What follows belongs to an exercise in optimizing a design on an open flow for small area, a short achievable clock period and few clock cycles; a production flow would make more cautious choices. At most, simulation tests tie the RTL to the original design; equivalence was not proved. Power and IR drop assume default switching activity.

## circle
module circle(
     input  logic       clk,
     input  logic       rst_n,
     input  logic [2:0] colour,
     input  logic [7:0] centre_x,
     input  logic [6:0] centre_y,
     input  logic [7:0] radius,
     input  logic       start,
     output logic       done,
     output logic [7:0] vga_x,
     output logic [6:0] vga_y,
     output logic [2:0] vga_colour,
     output logic       vga_plot
     );
==> module circle, before the edit <==
module circle(
     input  logic       clk,
     input  logic       rst_n,
     input  logic [2:0] colour,
     input  logic [7:0] centre_x,
     input  logic [6:0] centre_y,
     input  logic [7:0] radius,
     input  logic       start,
     output logic       done,
     output logic [7:0] vga_x,
     output logic [6:0] vga_y,
     output logic [2:0] vga_colour,
     output logic       vga_plot
     );
     logic              busy;
     logic              prime;    
     logic [7:0]        ox, oy;
     logic signed [9:0] c;        
     logic [9:0]        e5;       
     logic [7:0]        rem;      
     logic [7:0]        cxr;      
     logic [6:0]        cyr;
     wire signed [9:0] cx = {2'b00, cxr};
     wire signed [9:0] cy = {3'b000, cyr};
     wire signed [9:0] sx = {2'b00, ox};
     wire signed [9:0] sy = {2'b00, oy};
     wire signed [9:0] xa = cx + sx;    
     wire signed [9:0] xb = cx - sx;    
     wire signed [9:0] xc = cx + sy;    
     wire signed [9:0] xd = cx - sy;    
     wire signed [9:0] ya = cy + sy;    
     wire signed [9:0] yb = cy - sy;    
     wire signed [9:0] yc = cy + sx;    
     wire signed [9:0] yd = cy - sx;    
     wire       dec = !c[9];             
     wire       dx  = dec & !prime;
     wire       dy  = !prime;
     function automatic le(input logic [9:0] a, input logic [9:0] b);
          logic r;
          r = 1'b1;
          for (int i = 0; i < 10; i++)
               if (i == 9) r = (a[i] & !b[i]) | (r & !(!a[i] & b[i]));
               else        r = (!a[i] & b[i]) | (r & !(a[i] & !b[i]));
          le = r;
     endfunction
     wire vxa = dx ? le(xa, 10'd160) : le(xa, 10'd159);
     wire vxb = dx ? (le(-10'd1, xb) && le(xb, 10'd158)) : (!xb[9] && le(xb, 10'd159));
     wire vxc = dy ? le(xc, 10'd158) : le(xc, 10'd159);
     wire vxd = dy ? (le(10'd1, xd) && le(xd, 10'd160)) : (!xd[9] && le(xd, 10'd159));
     wire vya = dy ? le(ya, 10'd118) : le(ya, 10'd119);
     wire vyb = dy ? (le(10'd1, yb) && le(yb, 10'd120)) : (!yb[9] && le(yb, 10'd119));
     wire vyc = dx ? le(yc, 10'd120) : le(yc, 10'd119);
     wire vyd = dx ? (le(-10'd1, yd) && le(yd, 10'd118)) : (!yd[9] && le(yd, 10'd119));
     wire       em1 = (e5 == 10'd3);        
     wire       em2 = (e5 == 10'd1);        
     wire       eneg = e5[9] || e5 < 10'd5;   
     wire       dg  = prime ? (e5 == 10'd5) : dec ? em2 : em1;
     wire       fin = !prime && (dec ? (!eneg || em1) : !eneg);
     wire [7:0] vis = { vxc & vyd, vxa & vyb, vxd & vyd, vxb & vyb,
                        vxd & vyc, vxb & vya, vxc & vyc, vxa & vya };
     wire [7:0] dup = ({8{prime}} & 8'b1101_1000) | ({8{dg}} & 8'b1010_1010);
     wire [7:0] vis_n = vis & ~dup;
     logic [7:0] sel;
     always_comb
          for (int i = 0; i < 8; i++)
               sel[i] = rem[i] && (i == 0 || (rem & ((8'd1 << i) - 8'd1)) == 8'd0);
     wire       adv = (rem & ~sel) == 8'd0;
     logic [7:0] px;
     logic [6:0] py;
     always_comb begin
          px = 8'd0;
          py = 7'd0;
          if (sel[0] | sel[6]) px = px | xa[7:0];
          if (sel[2] | sel[4]) px = px | xb[7:0];
          if (sel[1] | sel[7]) px = px | xc[7:0];
          if (sel[3] | sel[5]) px = px | xd[7:0];
          if (sel[0] | sel[2]) py = py | ya[6:0];
          if (sel[4] | sel[6]) py = py | yb[6:0];
          if (sel[1] | sel[3]) py = py | yc[6:0];
          if (sel[5] | sel[7]) py = py | yd[6:0];
     end
     wire       stp  = busy & adv & !prime;         
     wire       load = !busy & !done & start;
     wire [7:0] oy1 = oy + 8'd1;
     wire [9:0] c_d = c + e5;                   
     wire [9:0] c_s = c + {1'b0, oy1, 1'b1};    
     wire [7:0] ox_n = ox - {7'd0, stp & dec};
     wire [7:0] oy_n = oy + {7'd0, stp};
     wire [9:0] c_n  = !stp ? c : dec ? c_d : c_s;
     wire [9:0] e_s  = e5 + {7'd0, stp & dec, stp & !dec, 1'b0};
     always_ff @(posedge clk) begin
          cxr        <= centre_x;
          cyr        <= centre_y;
          vga_colour <= colour;
          vga_x      <= px;
          vga_y      <= py;
          rem        <= !busy ? 8'd0 : adv ? vis_n : rem & ~sel;
          ox         <= load ? radius : ox_n;
          oy         <= load ? 8'd0 : oy_n;
          c          <= load ? 10'd0 - {2'b00, radius} : c_n;
          e5         <= load ? 10'd5 - {2'b00, radius, 1'b0} : e_s;
          if (!rst_n) begin
               busy     <= 1'b0;
               done     <= 1'b0;
               vga_plot <= 1'b0;
          end else begin
               vga_plot <= busy & (|rem);
               if (busy) begin
                    if (adv) begin
                         prime <= 1'b0;
                         if (fin) begin
                              busy <= 1'b0;
                              done <= 1'b1;
                         end
                    end
               end else if (done) begin
                    if (!start) done <= 1'b0;
               end else if (start) begin
                    busy  <= 1'b1;
                    prime <= 1'b1;
               end
          end
     end
endmodule
==> flow/config.mk <==
export PLATFORM = sky130hd
export DESIGN_NAME = circle
export DESIGN_NICKNAME = circle
export VERILOG_FILES = /design/flow/design.v
export SDC_FILE = /design/flow/constraint.sdc
export NUM_CORES = 4
export LEC_CHECK = 0
export ABC_AREA = 1
export CAP_MARGIN = 20
export CORE_MARGIN = 2
export CORE_UTILIZATION = 40
export CTS_BUF_LIST = sky130_fd_sc_hd__clkbuf_4 sky130_fd_sc_hd__clkbuf_8
export SETUP_SLACK_MARGIN = 2.4
export SLEW_MARGIN = 20
==> flow/constraint.sdc <==
create_clock -name core_clock -period 5.0 [get_ports {clk}]
set_input_delay 1.0000 -clock core_clock [delete_from_list [all_inputs] [get_ports {clk}]]
set_output_delay 1.0000 -clock core_clock [all_outputs]
set_load 0.01 [all_outputs]
standard.sh (not shown) runs the stock make flow with config.mk's settings and CLKGATE_MAP_FILE= SYNTH_SCRIPT=/design/flow/synth_recipe.tcl, a recipe that flattens the netlist after the stock synthesis.
==> flow/flow/run.sh <==
#!/bin/bash
# The standard layout, with the ports buffered by a small plain buffer
# instead of the delay buffer that buffer_ports picks by default.
set -e
cp standard.sh standard_sh.txt
export BUFFER_PORTS_ARGS="-buffer_cell sky130_fd_sc_hd__buf_2"
bash standard.sh > standard.log 2>&1
The baseline passed the timing, design-rule and antenna checks.
Testbench counts at the start, summed over its fixed seeds: cycles 121,943.
Next try:
==> flow/design.v (replaced) <==
module circle(
     input  logic       clk,
     input  logic       rst_n,
     input  logic [2:0] colour,
     input  logic [7:0] centre_x,
     input  logic [6:0] centre_y,
     input  logic [7:0] radius,
     input  logic       start,
     output logic       done,
     output logic [7:0] vga_x,
     output logic [6:0] vga_y,
     output logic [2:0] vga_colour,
     output logic       vga_plot
     );
     logic              busy;
     logic              prime;    
     logic [7:0]        ox;
     logic signed [8:0] oy;
     logic signed [9:0] c;        
     logic [9:0]        e5;       
     logic [7:0]        rem;      
     logic [7:0]        cxr;      
     logic [6:0]        cyr;
     wire signed [9:0] cx = {2'b00, cxr};
     wire signed [9:0] cy = {3'b000, cyr};
     wire signed [9:0] sx = {2'b00, ox};
     wire signed [9:0] sy = {oy[8], oy};
     wire signed [9:0] xa = cx + sx;    
     wire signed [9:0] xb = cx - sx;    
     wire signed [9:0] xc = cx + sy;    
     wire signed [9:0] xd = cx - sy;    
     wire signed [9:0] ya = cy + sy;    
     wire signed [9:0] yb = cy - sy;    
     wire signed [9:0] yc = cy + sx;    
     wire signed [9:0] yd = cy - sx;    
     wire       dec = !c[9];             
     wire       dx  = dec;
     function automatic le(input logic [9:0] a, input logic [9:0] b);
          logic r;
          r = 1'b1;
          for (int i = 0; i < 10; i++)
               r = (!a[i] & b[i]) | (r & !(a[i] & !b[i]));
          le = r;
     endfunction
     wire vxa = dx ? le(xa, 10'd160) : le(xa, 10'd159);
     wire vxb = dx ? (le(xb, 10'd158) || xb == 10'h3ff) : le(xb, 10'd159);
     wire vxc = le(xc, 10'd158) || xc == 10'h3ff;
     wire vxd = le(xd, 10'd160) && xd != 10'd0;
     wire vya = le(ya, 10'd118) || ya == 10'h3ff;
     wire vyb = le(yb, 10'd120) && yb != 10'd0;
     wire vyc = dx ? le(yc, 10'd120) : le(yc, 10'd119);
     wire vyd = dx ? (le(yd, 10'd118) || yd == 10'h3ff) : le(yd, 10'd119);
     wire       em1 = (e5 == 10'd3);        
     wire       em2 = (e5 == 10'd1);        
     wire       eneg = e5[9] || e5 < 10'd5;   
     wire       dg  = dec ? em2 : em1;
     wire       fin = dec ? (!eneg || em1) : !eneg;
     wire [7:0] vis = { vxc & vyd, vxa & vyb, vxd & vyd, vxb & vyb,
                        vxd & vyc, vxb & vya, vxc & vyc, vxa & vya };
     wire [7:0] dup = ({8{prime}} & 8'b1101_1000) | ({8{dg}} & 8'b1010_1010);
     wire [7:0] vis_n = vis & ~dup;
     logic [7:0] sel;
     always_comb
          for (int i = 0; i < 8; i++)
               sel[i] = rem[i] && (i == 0 || (rem & ((8'd1 << i) - 8'd1)) == 8'd0);
     wire       adv = (rem & ~sel) == 8'd0;
     logic [7:0] px;
     logic [6:0] py;
     always_comb begin
          px = 8'd0;
          py = 7'd0;
          if (sel[0] | sel[6]) px = px | xa[7:0];
          if (sel[2] | sel[4]) px = px | xb[7:0];
          if (sel[1] | sel[7]) px = px | xc[7:0];
          if (sel[3] | sel[5]) px = px | xd[7:0];
          if (sel[0] | sel[2]) py = py | ya[6:0];
          if (sel[4] | sel[6]) py = py | yb[6:0];
          if (sel[1] | sel[3]) py = py | yc[6:0];
          if (sel[5] | sel[7]) py = py | yd[6:0];
     end
     wire       stp  = busy & adv;                  
     wire       load = !busy & !done & start;
     wire [9:0] c_d = c + e5;                   
     wire [9:0] o2  = {oy, 1'b1};
     wire [9:0] c_t = c ^ o2 ^ 10'd2;
     wire [9:0] c_u = {(c[8:0] & o2[8:0]) | ((c[8:0] | o2[8:0]) & 9'd2), 1'b0};
     wire [9:0] c_s = c_t + c_u;
     wire [7:0] ox_n = ox - {7'd0, stp & dec};
     wire [8:0] oy_n = oy + {8'd0, stp};
     wire [9:0] c_n  = !stp ? c : dec ? c_d : c_s;
     wire [9:0] e_s  = e5 + {7'd0, stp & dec, stp & !dec, 1'b0};
     always_ff @(posedge clk) begin
          cxr        <= centre_x;
          cyr        <= centre_y;
          vga_colour <= colour;
          vga_x      <= px;
          vga_y      <= py;
          rem        <= !busy ? 8'd0 : adv ? vis_n : rem & ~sel;
          ox         <= load ? radius : ox_n;
          oy         <= load ? 9'h1ff : oy_n;
          c          <= load ? ~{2'b00, radius} : c_n;
          e5         <= load ? 10'd3 - {1'b0, radius, 1'b0} : e_s;
          if (!rst_n) begin
               busy     <= 1'b0;
               done     <= 1'b0;
               vga_plot <= 1'b0;
          end else begin
               vga_plot <= busy & (|rem);
               if (busy) begin
                    if (adv) begin
                         prime <= 1'b0;
                         if (fin) begin
                              busy <= 1'b0;
                              done <= 1'b1;
                         end
                    end
               end else if (done) begin
                    if (!start) done <= 1'b0;
               end else if (start) begin
                    busy  <= 1'b1;
                    prime <= 1'b1;
               end
          end
     end
endmodule
Design area went up by 3.5%.
Area after synthesis went up by 6.6%.
Worst setup slack improves by 0.014 ns.
First-iteration DRC count went up by 18%.
Total power went up by 93%.
Critical path depth went down by 2.
Cell count went up by 6.5%.
Wire length went up by 5.4%.
Synthesized cell count went up by 10%.
Global-route usage went down by 0.57 points.
Sequential share of layout area went down by 0.68 points.
Via count went up by 7.7%.
Die area went up by 6.4%.
Hold slack improves by 0.027 ns.
The RTL of the second run of this note was laid out without a check of its function.

========
the previous run:
Another version of the RTL of circle (not shown whole).
Size: about 810 cells after synthesis, about 80 flip-flops, about 7100 sq um of cells after synthesis.
==> module circle, before the edit <==
module circle(
     input  logic       clk,
     input  logic       rst_n,
     input  logic [2:0] colour,
     input  logic [7:0] centre_x,
     input  logic [6:0] centre_y,
     input  logic [7:0] radius,
     input  logic       start,
     output logic       done,
     output logic [7:0] vga_x,
     output logic [6:0] vga_y,
     output logic [2:0] vga_colour,
     output logic       vga_plot
     );
     logic              busy;
     logic              prime;    
     logic [7:0]        ox, oy;
     logic signed [9:0] c;        
     logic signed [8:0] e;        
     logic [7:0]        rem;      
     logic [7:0]        cxr;      
     logic [6:0]        cyr;
     wire signed [9:0] cx = {2'b00, cxr};
     wire signed [9:0] cy = {3'b000, cyr};
     wire signed [9:0] sx = {2'b00, ox};
     wire signed [9:0] sy = {2'b00, oy};
     wire signed [9:0] xa = cx + sx;    
     wire signed [9:0] xb = cx - sx;    
     wire signed [9:0] xc = cx + sy;    
     wire signed [9:0] xd = cx - sy;    
     wire signed [9:0] ya = cy + sy;    
     wire signed [9:0] yb = cy - sy;    
     wire signed [9:0] yc = cy + sx;    
     wire signed [9:0] yd = cy - sx;    
     wire       dec = !c[9];             
     wire       dx  = dec & !prime;
     wire       dy  = !prime;
     wire vxa = dx ? (xa <= 10'sd160) : (xa <= 10'sd159);
     wire vxb = dx ? (xb >= -10'sd1 && xb <= 10'sd158) : (xb >= 10'sd0 && xb <= 10'sd159);
     wire vxc = dy ? (xc <= 10'sd158) : (xc <= 10'sd159);
     wire vxd = dy ? (xd >= 10'sd1 && xd <= 10'sd160) : (xd >= 10'sd0 && xd <= 10'sd159);
     wire vya = dy ? (ya <= 10'sd118) : (ya <= 10'sd119);
     wire vyb = dy ? (yb >= 10'sd1 && yb <= 10'sd120) : (yb >= 10'sd0 && yb <= 10'sd119);
     wire vyc = dx ? (yc <= 10'sd120) : (yc <= 10'sd119);
     wire vyd = dx ? (yd >= -10'sd1 && yd <= 10'sd118) : (yd >= 10'sd0 && yd <= 10'sd119);
     wire signed [8:0] e_n = prime ? e : e + (dec ? 9'sd2 : 9'sd1);
     wire       dg  = (e_n == 9'sd0);       
     wire       fin = !e_n[8] && !dg;       
     wire [7:0] vis = { vxc & vyd, vxa & vyb, vxd & vyd, vxb & vyb,
                        vxd & vyc, vxb & vya, vxc & vyc, vxa & vya };
     wire [7:0] dup = ({8{prime}} & 8'b1101_1000) | ({8{dg}} & 8'b1010_1010);
     wire [7:0] vis_n = vis & ~dup;
     wire [7:0] sel = rem & (~rem + 8'd1);
     wire       adv = (rem & (rem - 8'd1)) == 8'd0;
     logic [7:0] px;
     logic [6:0] py;
     always_comb begin
          px = 8'd0;
          py = 7'd0;
          if (sel[0] | sel[6]) px = px | xa[7:0];
          if (sel[2] | sel[4]) px = px | xb[7:0];
          if (sel[1] | sel[7]) px = px | xc[7:0];
          if (sel[3] | sel[5]) px = px | xd[7:0];
          if (sel[0] | sel[2]) py = py | ya[6:0];
          if (sel[4] | sel[6]) py = py | yb[6:0];
          if (sel[1] | sel[3]) py = py | yc[6:0];
          if (sel[5] | sel[7]) py = py | yd[6:0];
     end
     wire [9:0] cinc = dec ? ({e, 1'b0} + 10'sd5) : ({1'b0, oy, 1'b0} + 10'sd3);
     always_ff @(posedge clk) begin
          cxr        <= centre_x;
          cyr        <= centre_y;
          vga_colour <= colour;
          vga_x      <= px;
          vga_y      <= py;
          if (!rst_n) begin
               busy     <= 1'b0;
               done     <= 1'b0;
               vga_plot <= 1'b0;
          end else begin
               vga_plot <= busy & (|rem);
               if (busy) begin
                    if (adv) begin
                         rem   <= vis_n;
                         prime <= 1'b0;
                         if (!prime) begin
                              oy <= oy + 8'd1;
                              if (dec) ox <= ox - 8'd1;
                              c  <= c + cinc;
                              e  <= e_n;
                         end
                         if (fin) begin
                              busy <= 1'b0;
                              done <= 1'b1;
                         end
                    end else
                         rem <= rem & ~sel;
               end else if (done) begin
                    if (!start) done <= 1'b0;
               end else if (start) begin
                    busy  <= 1'b1;
                    prime <= 1'b1;
                    rem   <= 8'd0;
                    ox    <= radius;
                    oy    <= 8'd0;
                    c     <= 10'd0 - {2'b00, radius};
                    e     <= 9'd0 - {1'b0, radius};
               end
          end
     end
endmodule
clock: 5.0 ns
lec_check: 0
cap_margin: 20
core_margin: 2
core_utilization: 40
setup_slack_margin: 2.0
slew_margin: 20
run.sh (not shown) runs the stock make flow with config.mk's settings and CLKGATE_MAP_FILE= SYNTH_SCRIPT=/design/flow/synth_recipe.tcl, a recipe that flattens the netlist after the stock synthesis.
Stock flow here: none of the scripts above is used.
Both conditions hold for the previous run: the flow ran to the end and the final layout passed the timing, design-rule and antenna checks.
Testbench counts of the previous run, summed over its fixed seeds: cycles 121,943.
For the current run, these inputs were changed with respect to the previous run:
diff --git a/flow/design.v b/flow/design.v
--- a/flow/design.v
+++ b/flow/design.v
@@ -33,18 +33,26 @@
      wire signed [9:0] yc = cy + sx;    
      wire signed [9:0] yd = cy - sx;    
      wire       dec = !c[9];             
      wire       dx  = dec & !prime;
      wire       dy  = !prime;
-     wire vxa = dx ? (xa <= 10'sd160) : (xa <= 10'sd159);
-     wire vxb = dx ? (xb >= -10'sd1 && xb <= 10'sd158) : (xb >= 10'sd0 && xb <= 10'sd159);
-     wire vxc = dy ? (xc <= 10'sd158) : (xc <= 10'sd159);
-     wire vxd = dy ? (xd >= 10'sd1 && xd <= 10'sd160) : (xd >= 10'sd0 && xd <= 10'sd159);
-     wire vya = dy ? (ya <= 10'sd118) : (ya <= 10'sd119);
-     wire vyb = dy ? (yb >= 10'sd1 && yb <= 10'sd120) : (yb >= 10'sd0 && yb <= 10'sd119);
-     wire vyc = dx ? (yc <= 10'sd120) : (yc <= 10'sd119);
-     wire vyd = dx ? (yd >= -10'sd1 && yd <= 10'sd118) : (yd >= 10'sd0 && yd <= 10'sd119);
+     function automatic le(input logic [9:0] a, input logic [9:0] b);
+          logic r;
+          r = 1'b1;
+          for (int i = 0; i < 10; i++)
+               if (i == 9) r = (a[i] & !b[i]) | (r & !(!a[i] & b[i]));
+               else        r = (!a[i] & b[i]) | (r & !(a[i] & !b[i]));
+          le = r;
+     endfunction
+     wire vxa = dx ? le(xa, 10'd160) : le(xa, 10'd159);
+     wire vxb = dx ? (le(-10'd1, xb) && le(xb, 10'd158)) : (!xb[9] && le(xb, 10'd159));
+     wire vxc = dy ? le(xc, 10'd158) : le(xc, 10'd159);
+     wire vxd = dy ? (le(10'd1, xd) && le(xd, 10'd160)) : (!xd[9] && le(xd, 10'd159));
+     wire vya = dy ? le(ya, 10'd118) : le(ya, 10'd119);
+     wire vyb = dy ? (le(10'd1, yb) && le(yb, 10'd120)) : (!yb[9] && le(yb, 10'd119));
+     wire vyc = dx ? le(yc, 10'd120) : le(yc, 10'd119);
+     wire vyd = dx ? (le(-10'd1, yd) && le(yd, 10'd118)) : (!yd[9] && le(yd, 10'd119));
      wire signed [8:0] e_n = prime ? e : e + (dec ? 9'sd2 : 9'sd1);
      wire       dg  = (e_n == 9'sd0);       
      wire       fin = !e_n[8] && !dg;       
      wire [7:0] vis = { vxc & vyd, vxa & vyb, vxd & vyd, vxb & vyb,
                         vxd & vyc, vxb & vya, vxc & vyc, vxa & vya };
@@ -71,19 +79,19 @@
           cxr        <= centre_x;
           cyr        <= centre_y;
           vga_colour <= colour;
           vga_x      <= px;
           vga_y      <= py;
+          rem        <= !busy ? 8'd0 : adv ? vis_n : rem & ~sel;
           if (!rst_n) begin
                busy     <= 1'b0;
                done     <= 1'b0;
                vga_plot <= 1'b0;
           end else begin
                vga_plot <= busy & (|rem);
                if (busy) begin
                     if (adv) begin
-                         rem   <= vis_n;
                          prime <= 1'b0;
                          if (!prime) begin
                               oy <= oy + 8'd1;
                               if (dec) ox <= ox - 8'd1;
                               c  <= c + cinc;
@@ -91,18 +99,16 @@
                          end
                          if (fin) begin
                               busy <= 1'b0;
                               done <= 1'b1;
                          end
-                    end else
-                         rem <= rem & ~sel;
+                    end
                end else if (done) begin
                     if (!start) done <= 1'b0;
                end else if (start) begin
                     busy  <= 1'b1;
                     prime <= 1'b1;
-                    rem   <= 8'd0;
                     ox    <= radius;
                     oy    <= 8'd0;
                     c     <= 10'd0 - {2'b00, radius};
                     e     <= 9'd0 - {1'b0, radius};
                end
==> comparison <==
- Compared to the previous run, the current run has number of signal-net buffers in the layout 21 lower.
- The current run: full flow OK, the timing, design-rule and antenna checks passed
- Of the previous run and the current run, the run reporting the lower period utilization was the current run.
- Average via count per standard cell (lower): the current run
- Between the previous run and the current run, the arrival time at the worst endpoint figures differ only marginally.
- [the current run vs the previous run] clock-buffer cell count: lower in the current run
- In the reports for the previous run and the current run, the smaller multi-input gate count belongs to the current run.
- Against the previous run, power in the current run fell slightly.
- Taking the previous run as the reference, in the current run maximum frequency shows an increase of about 6%, relative slew slack shows an increase of 5.6 points.
- Delta(number of fillers in the final layout, the current run - the previous run) < 0
Testbench counts of the current run, summed over its fixed seeds: cycles 121,943.

[separate check: timing with driven ports]
The flow's constraints put no driver on any port. The routed layouts listed below were extracted and timed again, unchanged, in two steps. Step 1 assumes that a clkbuf_16 drives the clock port and a buf_2 every other input. Step 2 also shifts input and output timing later by t, the mid clock arrival at the registers, as if the neighbouring blocks saw the same clock. Three values: ideal ports, drivers, drivers and shift; two values: the first two.
run | t (ns) | setup slack, ns | worst setup path at the end
the first run of note 1 | 0.423 | 2.466 / 2.466 / 2.456 | input to register
the second run of note 1 | 0.428 | 2.479 / 2.479 / 2.479 | register to register
the previous run | 0.396 | 1.939 / 1.939 / 1.878 | input to register
the current run | 0.396 | 2.109 / 2.109 / 2.102 | input to register
After both steps setup and hold are still met in every run listed. The setup slack of the previous run, which loses most, moves by 0.000 ns with the drivers and by -0.061 ns with both steps.
